Context: an optimization exercise on an open-source flow, tuned for small area and a short achievable clock period. The choices shown serve that exercise and are no tape-out recipe. At most, simulation tests tie the RTL to the original design; equivalence was not proved. Power is estimated from default activity; no workload was simulated.

==> inputs of raven <==
## axis_Gauss_1x5
module axis_Gauss_1x5 (
  input  logic       s_axis_aclk,
  input  logic       s_axis_arstn,
  input  logic [7:0] s_axis_tdata,
  input  logic       s_axis_tvalid,
  input  logic       s_axis_tlast,
  output logic [7:0] m_axis_tdata,
  output logic       m_axis_tvalid,
  output logic       m_axis_tlast
);
==> flow/config.mk <==
export PLATFORM = sky130hd
export DESIGN_NAME = axis_Gauss_1x5
export DESIGN_NICKNAME = axis_Gauss_1x5
export VERILOG_FILES = /design/flow/design.v
export SDC_FILE = /design/flow/constraint.sdc
export NUM_CORES = 4
export LEC_CHECK = 0
export CAP_MARGIN = 20
export CORE_MARGIN = 2
export CORE_UTILIZATION = 40
export SETUP_SLACK_MARGIN = 4.45
export SLEW_MARGIN = 20
export SYNTH_HIERARCHICAL = 1
export SYNTH_MINIMUM_KEEP_SIZE = 0
==> flow/constraint.sdc <==
create_clock -name core_clock -period 8.0 [get_ports {s_axis_aclk}]
set_input_delay 1.6000 -clock core_clock [delete_from_list [all_inputs] [get_ports {s_axis_aclk}]]
set_output_delay 1.6000 -clock core_clock [all_outputs]
set_load 0.01 [all_outputs]
standard.sh (not shown) runs the stock make flow with config.mk's settings and CLKGATE_MAP_FILE= SYNTH_SCRIPT=/design/flow/synth_recipe.tcl, a recipe that flattens the netlist after the stock synthesis.
==> flow/flow/run.sh <==
#!/bin/bash
# Layout flow: the standard flow, with plain buffers on the ports and a clock
# tree of small buffers without dummy loads.
export BUFFER_PORTS_ARGS="-buffer_cell sky130_fd_sc_hd__buf_2"
export CTS_ARGS="-sink_clustering_enable -repair_clock_nets -dont_use_dummy_load -buf_list \"sky130_fd_sc_hd__clkbuf_4 sky130_fd_sc_hd__clkbuf_8\""
bash standard.sh > standard.log 2>&1
==> cedar: changes against raven <==
--- a/flow/design.v
+++ b/flow/design.v
@@ -21,36 +21,17 @@
   v1 <= s_axis_tvalid;
   v2 <= v1;
   l1 <= s_axis_tlast;
   l2 <= l1;
   b <= bnext;
 end
-wire [14:0] cc;
-wire [13:0] cs;
-wire cc_lo;
-assign cc[0] = s_axis_tvalid;
-gha cnt_ha0 (.a(cnt[0]), .b(cc[0]), .s(cs[0]), .co(cc[1]));
-gha cnt_ha1 (.a(cnt[1]), .b(cc[1]), .s(cs[1]), .co(cc[2]));
-gha cnt_ha2 (.a(cnt[2]), .b(cc[2]), .s(cs[2]), .co(cc[3]));
-gha cnt_ha3 (.a(cnt[3]), .b(cc[3]), .s(cs[3]), .co(cc[4]));
-gha cnt_ha4 (.a(cnt[4]), .b(cc[4]), .s(cs[4]), .co(cc[5]));
-gha cnt_ha5 (.a(cnt[5]), .b(cc[5]), .s(cs[5]), .co(cc[6]));
-gha cnt_ha6 (.a(cnt[6]), .b(cc[6]), .s(cs[6]), .co(cc_lo));
-gha cnt_ha7 (.a(cnt[7]), .b(cc[7]), .s(cs[7]), .co(cc[8]));
-gha cnt_ha8 (.a(cnt[8]), .b(cc[8]), .s(cs[8]), .co(cc[9]));
-gha cnt_ha9 (.a(cnt[9]), .b(cc[9]), .s(cs[9]), .co(cc[10]));
-gha cnt_ha10 (.a(cnt[10]), .b(cc[10]), .s(cs[10]), .co(cc[11]));
-gha cnt_ha11 (.a(cnt[11]), .b(cc[11]), .s(cs[11]), .co(cc[12]));
-gha cnt_ha12 (.a(cnt[12]), .b(cc[12]), .s(cs[12]), .co(cc[13]));
-gha cnt_ha13 (.a(cnt[13]), .b(cc[13]), .s(cs[13]), .co(cc[14]));
-assign cc[7] = s_axis_tvalid & (&cnt[6:0]);
 always_ff @(posedge s_axis_aclk) begin
   if (!s_axis_arstn || s_axis_tlast)
     cnt <= '0;
-  else
-    cnt <= cs;
+  else if (s_axis_tvalid)
+    cnt <= cnt + 14'd1;
 end
 wire edge_pt = (cnt[13:1] == 13'd1);
 wire [7:0] x0 = s_axis_tdata;
 wire h1_s, h1_c;
 gha h1 (.a(d1[0]), .b(d2[1]), .s(h1_s), .co(h1_c));
 wire f2_s, f2_c;
@@ -421,23 +402,35 @@
 gha h200 (.a(f137_s), .b(f133_c), .s(h200_s), .co(h200_c));
 wire [10:0] ua = {q194_x, q193_x, q192_x, q191_x, h176_s, h200_s, h199_s, h198_s, h197_s, h196_s, h195_s};
 wire [10:0] ub = {1'b0, 1'b0, 1'b0, 1'b0, 1'b0, h200_c, h199_c, h198_c, h197_c, h196_c, h195_c};
 wire uc = q175_x;
 logic [10:0] oa, ob;
 logic oc;
-logic       ept;
 always_ff @(posedge s_axis_aclk) begin
-  oa <= ua;
-  ob <= ub;
-  oc <= uc;
-  ept <= edge_pt;
+  oa <= edge_pt ? {d2, 3'd0} : ua;
+  ob <= edge_pt ? 11'd0 : ub;
+  oc <= ~edge_pt & uc;
   m_axis_tvalid <= v2;
   m_axis_tlast  <= l2 & ~edge_pt;
 end
-wire [7:0] fsum = {oa[10] ^ (1'b0 | oa[9] & 1'b0 | oa[9] & oa[8] & 1'b0 | oa[9] & oa[8] & oa[7] & 1'b0 | oa[9] & oa[8] & oa[7] & oa[6] & ob[5] | oa[9] & oa[8] & oa[7] & oa[6] & oa[5] & ob[4] | oa[9] & oa[8] & oa[7] & oa[6] & oa[5] & oa[4] & ob[3] | oa[9] & oa[8] & oa[7] & oa[6] & oa[5] & oa[4] & oa[3] & ob[2] | oa[9] & oa[8] & oa[7] & oa[6] & oa[5] & oa[4] & oa[3] & oa[2] & ob[1] | oa[9] & oa[8] & oa[7] & oa[6] & oa[5] & oa[4] & oa[3] & oa[2] & oa[1] & ob[0] | oa[9] & oa[8] & oa[7] & oa[6] & oa[5] & oa[4] & oa[3] & oa[2] & oa[1] & oa[0] & oc), oa[9] ^ (1'b0 | oa[8] & 1'b0 | oa[8] & oa[7] & 1'b0 | oa[8] & oa[7] & oa[6] & ob[5] | oa[8] & oa[7] & oa[6] & oa[5] & ob[4] | oa[8] & oa[7] & oa[6] & oa[5] & oa[4] & ob[3] | oa[8] & oa[7] & oa[6] & oa[5] & oa[4] & oa[3] & ob[2] | oa[8] & oa[7] & oa[6] & oa[5] & oa[4] & oa[3] & oa[2] & ob[1] | oa[8] & oa[7] & oa[6] & oa[5] & oa[4] & oa[3] & oa[2] & oa[1] & ob[0] | oa[8] & oa[7] & oa[6] & oa[5] & oa[4] & oa[3] & oa[2] & oa[1] & oa[0] & oc), oa[8] ^ (1'b0 | oa[7] & 1'b0 | oa[7] & oa[6] & ob[5] | oa[7] & oa[6] & oa[5] & ob[4] | oa[7] & oa[6] & oa[5] & oa[4] & ob[3] | oa[7] & oa[6] & oa[5] & oa[4] & oa[3] & ob[2] | oa[7] & oa[6] & oa[5] & oa[4] & oa[3] & oa[2] & ob[1] | oa[7] & oa[6] & oa[5] & oa[4] & oa[3] & oa[2] & oa[1] & ob[0] | oa[7] & oa[6] & oa[5] & oa[4] & oa[3] & oa[2] & oa[1] & oa[0] & oc), oa[7] ^ (1'b0 | oa[6] & ob[5] | oa[6] & oa[5] & ob[4] | oa[6] & oa[5] & oa[4] & ob[3] | oa[6] & oa[5] & oa[4] & oa[3] & ob[2] | oa[6] & oa[5] & oa[4] & oa[3] & oa[2] & ob[1] | oa[6] & oa[5] & oa[4] & oa[3] & oa[2] & oa[1] & ob[0] | oa[6] & oa[5] & oa[4] & oa[3] & oa[2] & oa[1] & oa[0] & oc), oa[6] ^ (ob[5] | oa[5] & ob[4] | oa[5] & oa[4] & ob[3] | oa[5] & oa[4] & oa[3] & ob[2] | oa[5] & oa[4] & oa[3] & oa[2] & ob[1] | oa[5] & oa[4] & oa[3] & oa[2] & oa[1] & ob[0] | oa[5] & oa[4] & oa[3] & oa[2] & oa[1] & oa[0] & oc), oa[5] ^ (ob[4] | oa[4] & ob[3] | oa[4] & oa[3] & ob[2] | oa[4] & oa[3] & oa[2] & ob[1] | oa[4] & oa[3] & oa[2] & oa[1] & ob[0] | oa[4] & oa[3] & oa[2] & oa[1] & oa[0] & oc), oa[4] ^ (ob[3] | oa[3] & ob[2] | oa[3] & oa[2] & ob[1] | oa[3] & oa[2] & oa[1] & ob[0] | oa[3] & oa[2] & oa[1] & oa[0] & oc), oa[3] ^ (ob[2] | oa[2] & ob[1] | oa[2] & oa[1] & ob[0] | oa[2] & oa[1] & oa[0] & oc)};
-assign m_axis_tdata = ept ? d3 : fsum;
+assign m_axis_tdata = {oa[10] ^ (1'b0 | oa[9] & 1'b0 | oa[9] & oa[8] & 1'b0 | oa[9] & oa[8] & oa[7] & 1'b0 | oa[9] & oa[8] & oa[7] & oa[6] & ob[5] | oa[9] & oa[8] & oa[7] & oa[6] & oa[5] & ob[4] | oa[9] & oa[8] & oa[7] & oa[6] & oa[5] & oa[4] & ob[3] | oa[9] & oa[8] & oa[7] & oa[6] & oa[5] & oa[4] & oa[3] & ob[2] | oa[9] & oa[8] & oa[7] & oa[6] & oa[5] & oa[4] & oa[3] & oa[2] & ob[1] | oa[9] & oa[8] & oa[7] & oa[6] & oa[5] & oa[4] & oa[3] & oa[2] & oa[1] & ob[0] | oa[9] & oa[8] & oa[7] & oa[6] & oa[5] & oa[4] & oa[3] & oa[2] & oa[1] & oa[0] & oc), oa[9] ^ (1'b0 | oa[8] & 1'b0 | oa[8] & oa[7] & 1'b0 | oa[8] & oa[7] & oa[6] & ob[5] | oa[8] & oa[7] & oa[6] & oa[5] & ob[4] | oa[8] & oa[7] & oa[6] & oa[5] & oa[4] & ob[3] | oa[8] & oa[7] & oa[6] & oa[5] & oa[4] & oa[3] & ob[2] | oa[8] & oa[7] & oa[6] & oa[5] & oa[4] & oa[3] & oa[2] & ob[1] | oa[8] & oa[7] & oa[6] & oa[5] & oa[4] & oa[3] & oa[2] & oa[1] & ob[0] | oa[8] & oa[7] & oa[6] & oa[5] & oa[4] & oa[3] & oa[2] & oa[1] & oa[0] & oc), oa[8] ^ (1'b0 | oa[7] & 1'b0 | oa[7] & oa[6] & ob[5] | oa[7] & oa[6] & oa[5] & ob[4] | oa[7] & oa[6] & oa[5] & oa[4] & ob[3] | oa[7] & oa[6] & oa[5] & oa[4] & oa[3] & ob[2] | oa[7] & oa[6] & oa[5] & oa[4] & oa[3] & oa[2] & ob[1] | oa[7] & oa[6] & oa[5] & oa[4] & oa[3] & oa[2] & oa[1] & ob[0] | oa[7] & oa[6] & oa[5] & oa[4] & oa[3] & oa[2] & oa[1] & oa[0] & oc), oa[7] ^ (1'b0 | oa[6] & ob[5] | oa[6] & oa[5] & ob[4] | oa[6] & oa[5] & oa[4] & ob[3] | oa[6] & oa[5] & oa[4] & oa[3] & ob[2] | oa[6] & oa[5] & oa[4] & oa[3] & oa[2] & ob[1] | oa[6] & oa[5] & oa[4] & oa[3] & oa[2] & oa[1] & ob[0] | oa[6] & oa[5] & oa[4] & oa[3] & oa[2] & oa[1] & oa[0] & oc), oa[6] ^ (ob[5] | oa[5] & ob[4] | oa[5] & oa[4] & ob[3] | oa[5] & oa[4] & oa[3] & ob[2] | oa[5] & oa[4] & oa[3] & oa[2] & ob[1] | oa[5] & oa[4] & oa[3] & oa[2] & oa[1] & ob[0] | oa[5] & oa[4] & oa[3] & oa[2] & oa[1] & oa[0] & oc), oa[5] ^ (ob[4] | oa[4] & ob[3] | oa[4] & oa[3] & ob[2] | oa[4] & oa[3] & oa[2] & ob[1] | oa[4] & oa[3] & oa[2] & oa[1] & ob[0] | oa[4] & oa[3] & oa[2] & oa[1] & oa[0] & oc), oa[4] ^ (ob[3] | oa[3] & ob[2] | oa[3] & oa[2] & ob[1] | oa[3] & oa[2] & oa[1] & ob[0] | oa[3] & oa[2] & oa[1] & oa[0] & oc), oa[3] ^ (ob[2] | oa[2] & ob[1] | oa[2] & oa[1] & ob[0] | oa[2] & oa[1] & oa[0] & oc)};
+endmodule
+module g_maj3 (
+  input  logic a,
+  input  logic b,
+  input  logic c,
+  output logic x
+);
+assign x = (a & b) | (a & c) | (b & c);
+endmodule
+module g_or2 (
+  input  logic a,
+  input  logic b,
+  output logic x
+);
+assign x = a | b;
 endmodule
 module g_and2 (
   input  logic a,
   input  logic b,
   output logic x
 );
--- a/flow/config.mk
+++ b/flow/config.mk
@@ -5,10 +5,10 @@
 export SDC_FILE = /design/flow/constraint.sdc
 export NUM_CORES = 4
 export LEC_CHECK = 0
 export CAP_MARGIN = 20
 export CORE_MARGIN = 2
 export CORE_UTILIZATION = 40
-export SETUP_SLACK_MARGIN = 4.45
+export SETUP_SLACK_MARGIN = 4.75
 export SLEW_MARGIN = 20
 export SYNTH_HIERARCHICAL = 1
 export SYNTH_MINIMUM_KEEP_SIZE = 0
==> flow_summary.yaml <==
worst_hold_path:
  holdPathEnd: "d4[3]"
layout:
  multi_input_area_share: 0.553
global_route:
  use_met3: 0.0359
  use_met1: 0.177
power:
  power_density_mw_per_mm2: 408
  power.combinational.total_mw: 1.28
outcome:
  status: "timing/DRC/antenna clean"
That was cedar.
==> flow_summary.yaml <==
layout:
  multi_input_area_share: 0.544
outcome:
  status: "timing/DRC/antenna clean"
power:
  power.combinational.total_mw: 0.942
global_route:
  use_met3: 0.0350
  use_met1: 0.181
worst_hold_path:
  holdPathEnd: "l2"
That was raven.

---

==> run C <==
axis_Gauss_1x5, a different RTL version from the one above (not shown whole).
clock: 8.0 ns
lec_check: 0
cap_margin: 20
core_margin: 2
core_utilization: 40
setup_slack_margin: 3
slew_margin: 20
synth_hierarchical: 1
synth_minimum_keep_size: 0
Scripts as last shown in full above: flow/flow/run.sh
==> run Z (differences from run C) <==
--- a/flow/config.mk
+++ b/flow/config.mk
@@ -10,3 +10,3 @@
 export CORE_UTILIZATION = 40
-export SETUP_SLACK_MARGIN = 3
+export SETUP_SLACK_MARGIN = 4.3
 export SLEW_MARGIN = 20
==> qor summary <==
item                                                                         run C                    run Z
Result of the run                                          complete, no violations  complete, no violations
Int Pwr                                                                    1220 uW                  1320 uW
Synth-to-Final Area Change                                                   8.22%                    11.8%
Final critical-path setup slack                                            4.11 ns                  4.34 ns
RSZ-0062 raised after global routing                                            no                      yes
Worst-Margin Slew                                                         0.543 ns                 0.543 ns
Minimum setup slack among reg-to-reg paths                                 4.57 ns                  4.56 ns
Clk_skew                                                                 0.0230 ns                0.0228 ns
Buffering overhead                                                           1.99%                    2.71%
Met2 track demand over resource                                              23.9%                    24.4%
Share of the clock period used by the worst path                             48.6%                    45.8%
Layout buffer count excluding clock buffers                                     21                       25
Global-route met1 utilization                                                20.4%                    20.5%
Final net count                                                                563                      567
Final core occ                                                               44.1%                    45.6%
Proportion of cell area spent on the clock network                           2.35%                    2.27%
Sum of routed wire length over all layers                                  9000 um                  9360 um
Static Leakage                                                          0.00255 uW               0.00258 uW
Met1 routed wirelength after detailed routing                              4260 um                  4390 um
Number of cells in the finished layout apart from fillers                      592                      596
Post-Layout Inst Area                                                  0.00527 mm2              0.00545 mm2
Largest fanout on the critical path                                              4                        6
Stage delay of the slowest cell on the critical path                       0.47 ns                  0.53 ns
Total GRT Usage                                                              15.4%                    15.6%
Number of vias in the routed layout                                           2918                     2962
Share of the final layout cell area in sequential cells                      32.7%                    31.7%
No functional check of the RTL was part of any run of this note.

---

==> run M <==
Another version of the RTL of axis_Gauss_1x5 (not shown whole).
Settings: LEC_CHECK=0, CAP_MARGIN=20, CORE_MARGIN=2, CORE_UTILIZATION=40, SETUP_SLACK_MARGIN=4.6, SLEW_MARGIN=20, SYNTH_HIERARCHICAL=1, SYNTH_MINIMUM_KEEP_SIZE=0; clock period 8.0 ns.
Scripts as last shown in full above: flow/flow/run.sh
==> run H: changes against run M <==
--- a/flow/design.v
+++ b/flow/design.v
@@ -392,25 +392,25 @@
 wire q186_x;
 g_xor2 q186 (.a(h172_s), .b(q175_x), .x(q186_x));
 wire q187_x;
 g_xor2 q187 (.a(h173_s), .b(q179_x), .x(q187_x));
 wire q188_x;
 g_xor2 q188 (.a(h174_s), .b(q181_x), .x(q188_x));
 wire q189_x;
-g_nor2 q189 (.a(f90_c), .b(f101_s), .x(q189_x));
+g_or2 q189 (.a(f90_c), .b(f101_s), .x(q189_x));
 wire q190_x;
-g_nand2 q190 (.a(f90_c), .b(f101_s), .x(q190_x));
+g_and2 q190 (.a(f90_c), .b(f101_s), .x(q190_x));
 wire q191_x;
-g_nor2 q191 (.a(f111_s), .b(h112_s), .x(q191_x));
+g_or2 q191 (.a(f111_s), .b(h112_s), .x(q191_x));
 wire q192_x;
-g_nand2 q192 (.a(f111_s), .b(h112_s), .x(q192_x));
+g_and2 q192 (.a(f111_s), .b(h112_s), .x(q192_x));
 wire q193_x;
-g_nor2 q193 (.a(h112_c), .b(f122_s), .x(q193_x));
+g_or2 q193 (.a(h112_c), .b(f122_s), .x(q193_x));
 wire q194_x;
-g_nand2 q194 (.a(h112_c), .b(f122_s), .x(q194_x));
+g_and2 q194 (.a(h112_c), .b(f122_s), .x(q194_x));
 wire h195_s, h195_c;
 gha h195 (.a(f130_s), .b(f122_c), .s(h195_s), .co(h195_c));
 wire h196_s, h196_c;
 gha h196 (.a(f130_c), .b(f133_s), .s(h196_s), .co(h196_c));
 wire h197_s, h197_c;
 gha h197 (.a(f137_s), .b(f133_c), .s(h197_s), .co(h197_c));
 wire [10:0] ua = {q188_x, q187_x, q186_x, q185_x, h170_s, h197_s, h196_s, h195_s, q193_x, q191_x, q189_x};
@@ -423,15 +423,22 @@
   oa <= ua;
   ob <= ub;
   oc <= uc;
   ept <= edge_pt;
   m_axis_tvalid <= v2;
   m_axis_tlast  <= l2 & ~edge_pt;
 end
-assign m_axis_tdata = {(ept ? d3[7] : oa[10]) ^ (~ept & (1'b0 | oa[9] & 1'b0 | oa[9] & oa[8] & 1'b0 | oa[9] & oa[8] & oa[7] & 1'b0 | oa[9] & oa[8] & oa[7] & oa[6] & ob[5] | oa[9] & oa[8] & oa[7] & oa[6] & oa[5] & ob[4] | oa[9] & oa[8] & oa[7] & oa[6] & oa[5] & oa[4] & ob[3] | oa[9] & oa[8] & oa[7] & oa[6] & oa[5] & oa[4] & oa[3] & ~ob[2] | oa[9] & oa[8] & oa[7] & oa[6] & oa[5] & oa[4] & oa[3] & ~oa[2] & ~ob[1] | oa[9] & oa[8] & oa[7] & oa[6] & oa[5] & oa[4] & oa[3] & ~oa[2] & ~oa[1] & ~ob[0] | oa[9] & oa[8] & oa[7] & oa[6] & oa[5] & oa[4] & oa[3] & ~oa[2] & ~oa[1] & ~oa[0] & oc)), (ept ? d3[6] : oa[9]) ^ (~ept & (1'b0 | oa[8] & 1'b0 | oa[8] & oa[7] & 1'b0 | oa[8] & oa[7] & oa[6] & ob[5] | oa[8] & oa[7] & oa[6] & oa[5] & ob[4] | oa[8] & oa[7] & oa[6] & oa[5] & oa[4] & ob[3] | oa[8] & oa[7] & oa[6] & oa[5] & oa[4] & oa[3] & ~ob[2] | oa[8] & oa[7] & oa[6] & oa[5] & oa[4] & oa[3] & ~oa[2] & ~ob[1] | oa[8] & oa[7] & oa[6] & oa[5] & oa[4] & oa[3] & ~oa[2] & ~oa[1] & ~ob[0] | oa[8] & oa[7] & oa[6] & oa[5] & oa[4] & oa[3] & ~oa[2] & ~oa[1] & ~oa[0] & oc)), (ept ? d3[5] : oa[8]) ^ (~ept & (1'b0 | oa[7] & 1'b0 | oa[7] & oa[6] & ob[5] | oa[7] & oa[6] & oa[5] & ob[4] | oa[7] & oa[6] & oa[5] & oa[4] & ob[3] | oa[7] & oa[6] & oa[5] & oa[4] & oa[3] & ~ob[2] | oa[7] & oa[6] & oa[5] & oa[4] & oa[3] & ~oa[2] & ~ob[1] | oa[7] & oa[6] & oa[5] & oa[4] & oa[3] & ~oa[2] & ~oa[1] & ~ob[0] | oa[7] & oa[6] & oa[5] & oa[4] & oa[3] & ~oa[2] & ~oa[1] & ~oa[0] & oc)), (ept ? d3[4] : oa[7]) ^ (~ept & (1'b0 | oa[6] & ob[5] | oa[6] & oa[5] & ob[4] | oa[6] & oa[5] & oa[4] & ob[3] | oa[6] & oa[5] & oa[4] & oa[3] & ~ob[2] | oa[6] & oa[5] & oa[4] & oa[3] & ~oa[2] & ~ob[1] | oa[6] & oa[5] & oa[4] & oa[3] & ~oa[2] & ~oa[1] & ~ob[0] | oa[6] & oa[5] & oa[4] & oa[3] & ~oa[2] & ~oa[1] & ~oa[0] & oc)), (ept ? d3[3] : oa[6]) ^ (~ept & (ob[5] | oa[5] & ob[4] | oa[5] & oa[4] & ob[3] | oa[5] & oa[4] & oa[3] & ~ob[2] | oa[5] & oa[4] & oa[3] & ~oa[2] & ~ob[1] | oa[5] & oa[4] & oa[3] & ~oa[2] & ~oa[1] & ~ob[0] | oa[5] & oa[4] & oa[3] & ~oa[2] & ~oa[1] & ~oa[0] & oc)), (ept ? d3[2] : oa[5]) ^ (~ept & (ob[4] | oa[4] & ob[3] | oa[4] & oa[3] & ~ob[2] | oa[4] & oa[3] & ~oa[2] & ~ob[1] | oa[4] & oa[3] & ~oa[2] & ~oa[1] & ~ob[0] | oa[4] & oa[3] & ~oa[2] & ~oa[1] & ~oa[0] & oc)), (ept ? d3[1] : oa[4]) ^ (~ept & (ob[3] | oa[3] & ~ob[2] | oa[3] & ~oa[2] & ~ob[1] | oa[3] & ~oa[2] & ~oa[1] & ~ob[0] | oa[3] & ~oa[2] & ~oa[1] & ~oa[0] & oc)), (ept ? d3[0] : oa[3]) ^ (~ept & (~ob[2] | ~oa[2] & ~ob[1] | ~oa[2] & ~oa[1] & ~ob[0] | ~oa[2] & ~oa[1] & ~oa[0] & oc))};
+assign m_axis_tdata = {(ept ? d3[7] : oa[10]) ^ (~ept & (1'b0 | oa[9] & 1'b0 | oa[9] & oa[8] & 1'b0 | oa[9] & oa[8] & oa[7] & 1'b0 | oa[9] & oa[8] & oa[7] & oa[6] & ob[5] | oa[9] & oa[8] & oa[7] & oa[6] & oa[5] & ob[4] | oa[9] & oa[8] & oa[7] & oa[6] & oa[5] & oa[4] & ob[3] | oa[9] & oa[8] & oa[7] & oa[6] & oa[5] & oa[4] & oa[3] & ob[2] | oa[9] & oa[8] & oa[7] & oa[6] & oa[5] & oa[4] & oa[3] & oa[2] & ob[1] | oa[9] & oa[8] & oa[7] & oa[6] & oa[5] & oa[4] & oa[3] & oa[2] & oa[1] & ob[0] | oa[9] & oa[8] & oa[7] & oa[6] & oa[5] & oa[4] & oa[3] & oa[2] & oa[1] & oa[0] & oc)), (ept ? d3[6] : oa[9]) ^ (~ept & (1'b0 | oa[8] & 1'b0 | oa[8] & oa[7] & 1'b0 | oa[8] & oa[7] & oa[6] & ob[5] | oa[8] & oa[7] & oa[6] & oa[5] & ob[4] | oa[8] & oa[7] & oa[6] & oa[5] & oa[4] & ob[3] | oa[8] & oa[7] & oa[6] & oa[5] & oa[4] & oa[3] & ob[2] | oa[8] & oa[7] & oa[6] & oa[5] & oa[4] & oa[3] & oa[2] & ob[1] | oa[8] & oa[7] & oa[6] & oa[5] & oa[4] & oa[3] & oa[2] & oa[1] & ob[0] | oa[8] & oa[7] & oa[6] & oa[5] & oa[4] & oa[3] & oa[2] & oa[1] & oa[0] & oc)), (ept ? d3[5] : oa[8]) ^ (~ept & (1'b0 | oa[7] & 1'b0 | oa[7] & oa[6] & ob[5] | oa[7] & oa[6] & oa[5] & ob[4] | oa[7] & oa[6] & oa[5] & oa[4] & ob[3] | oa[7] & oa[6] & oa[5] & oa[4] & oa[3] & ob[2] | oa[7] & oa[6] & oa[5] & oa[4] & oa[3] & oa[2] & ob[1] | oa[7] & oa[6] & oa[5] & oa[4] & oa[3] & oa[2] & oa[1] & ob[0] | oa[7] & oa[6] & oa[5] & oa[4] & oa[3] & oa[2] & oa[1] & oa[0] & oc)), (ept ? d3[4] : oa[7]) ^ (~ept & (1'b0 | oa[6] & ob[5] | oa[6] & oa[5] & ob[4] | oa[6] & oa[5] & oa[4] & ob[3] | oa[6] & oa[5] & oa[4] & oa[3] & ob[2] | oa[6] & oa[5] & oa[4] & oa[3] & oa[2] & ob[1] | oa[6] & oa[5] & oa[4] & oa[3] & oa[2] & oa[1] & ob[0] | oa[6] & oa[5] & oa[4] & oa[3] & oa[2] & oa[1] & oa[0] & oc)), (ept ? d3[3] : oa[6]) ^ (~ept & (ob[5] | oa[5] & ob[4] | oa[5] & oa[4] & ob[3] | oa[5] & oa[4] & oa[3] & ob[2] | oa[5] & oa[4] & oa[3] & oa[2] & ob[1] | oa[5] & oa[4] & oa[3] & oa[2] & oa[1] & ob[0] | oa[5] & oa[4] & oa[3] & oa[2] & oa[1] & oa[0] & oc)), (ept ? d3[2] : oa[5]) ^ (~ept & (ob[4] | oa[4] & ob[3] | oa[4] & oa[3] & ob[2] | oa[4] & oa[3] & oa[2] & ob[1] | oa[4] & oa[3] & oa[2] & oa[1] & ob[0] | oa[4] & oa[3] & oa[2] & oa[1] & oa[0] & oc)), (ept ? d3[1] : oa[4]) ^ (~ept & (ob[3] | oa[3] & ob[2] | oa[3] & oa[2] & ob[1] | oa[3] & oa[2] & oa[1] & ob[0] | oa[3] & oa[2] & oa[1] & oa[0] & oc)), (ept ? d3[0] : oa[3]) ^ (~ept & (ob[2] | oa[2] & ob[1] | oa[2] & oa[1] & ob[0] | oa[2] & oa[1] & oa[0] & oc))};
+endmodule
+module g_or2 (
+  input  logic a,
+  input  logic b,
+  output logic x
+);
+assign x = a | b;
 endmodule
 module g_inv (
   input  logic a,
   output logic x
 );
 assign x = ~a;
 endmodule
==> notes <==
Run M produced a clean layout. Run H finished clean. In sequential power, run H and run M hardly differ. Core utilization: run H is higher than run M (0.47 points). Against run H, the synthesized cell count of run M is larger by about 0.6%. In clock power, run M and run H hardly differ.
Function was not checked in any run of this note: the RTL went through the layout flow alone.

port drivers added, routing unchanged:
How much do the figures lean on ideal ports? The routed layouts below were timed once more, with nothing changed but the port constraints. Step 1 sets driving cells, clkbuf_16 on the clock port and buf_2 on the other inputs (assumed; they add their load-dependent delay and slew). Step 2, shift: input delay + t, output delay - t, t = (earliest + latest rising clock arrival at the registers) / 2. This alone moves slack from input paths to output paths. a / b / c = ideal ports / drivers / drivers and shift; a / b = the first two.
run | shift t [ns] | slack for setup (ns) | clock arrival spread, ns | slew at the worst register clock pin (ns) | worst slew at a driven data input, ns
raven | 0.378 | 4.504 / 4.475 / 4.196 | 0.035 / 0.034 | 0.09 / 0.09 | 0.03
cedar | 0.368 | 4.457 / 4.440 / 4.072 | 0.026 / 0.026 | 0.08 / 0.08 | 0.06
run C | 0.378 | 4.108 / 4.078 / 4.089 | 0.024 / 0.024 | 0.08 / 0.08 | 0.03
run Z | 0.381 | 4.337 / 4.307 / 4.077 | 0.023 / 0.023 | 0.08 / 0.08 | 0.03
run M | 0.381 | 4.404 / 4.373 / 4.282 | 0.036 / 0.035 | 0.10 / 0.10 | 0.03
run H | 0.383 | 4.560 / 4.528 / 4.280 | 0.021 / 0.021 | 0.08 / 0.08 | 0.03
After both steps setup and hold are still met in every run listed. The setup slack of cedar, which loses most, moves by -0.017 ns with the drivers and by -0.385 ns with both steps.
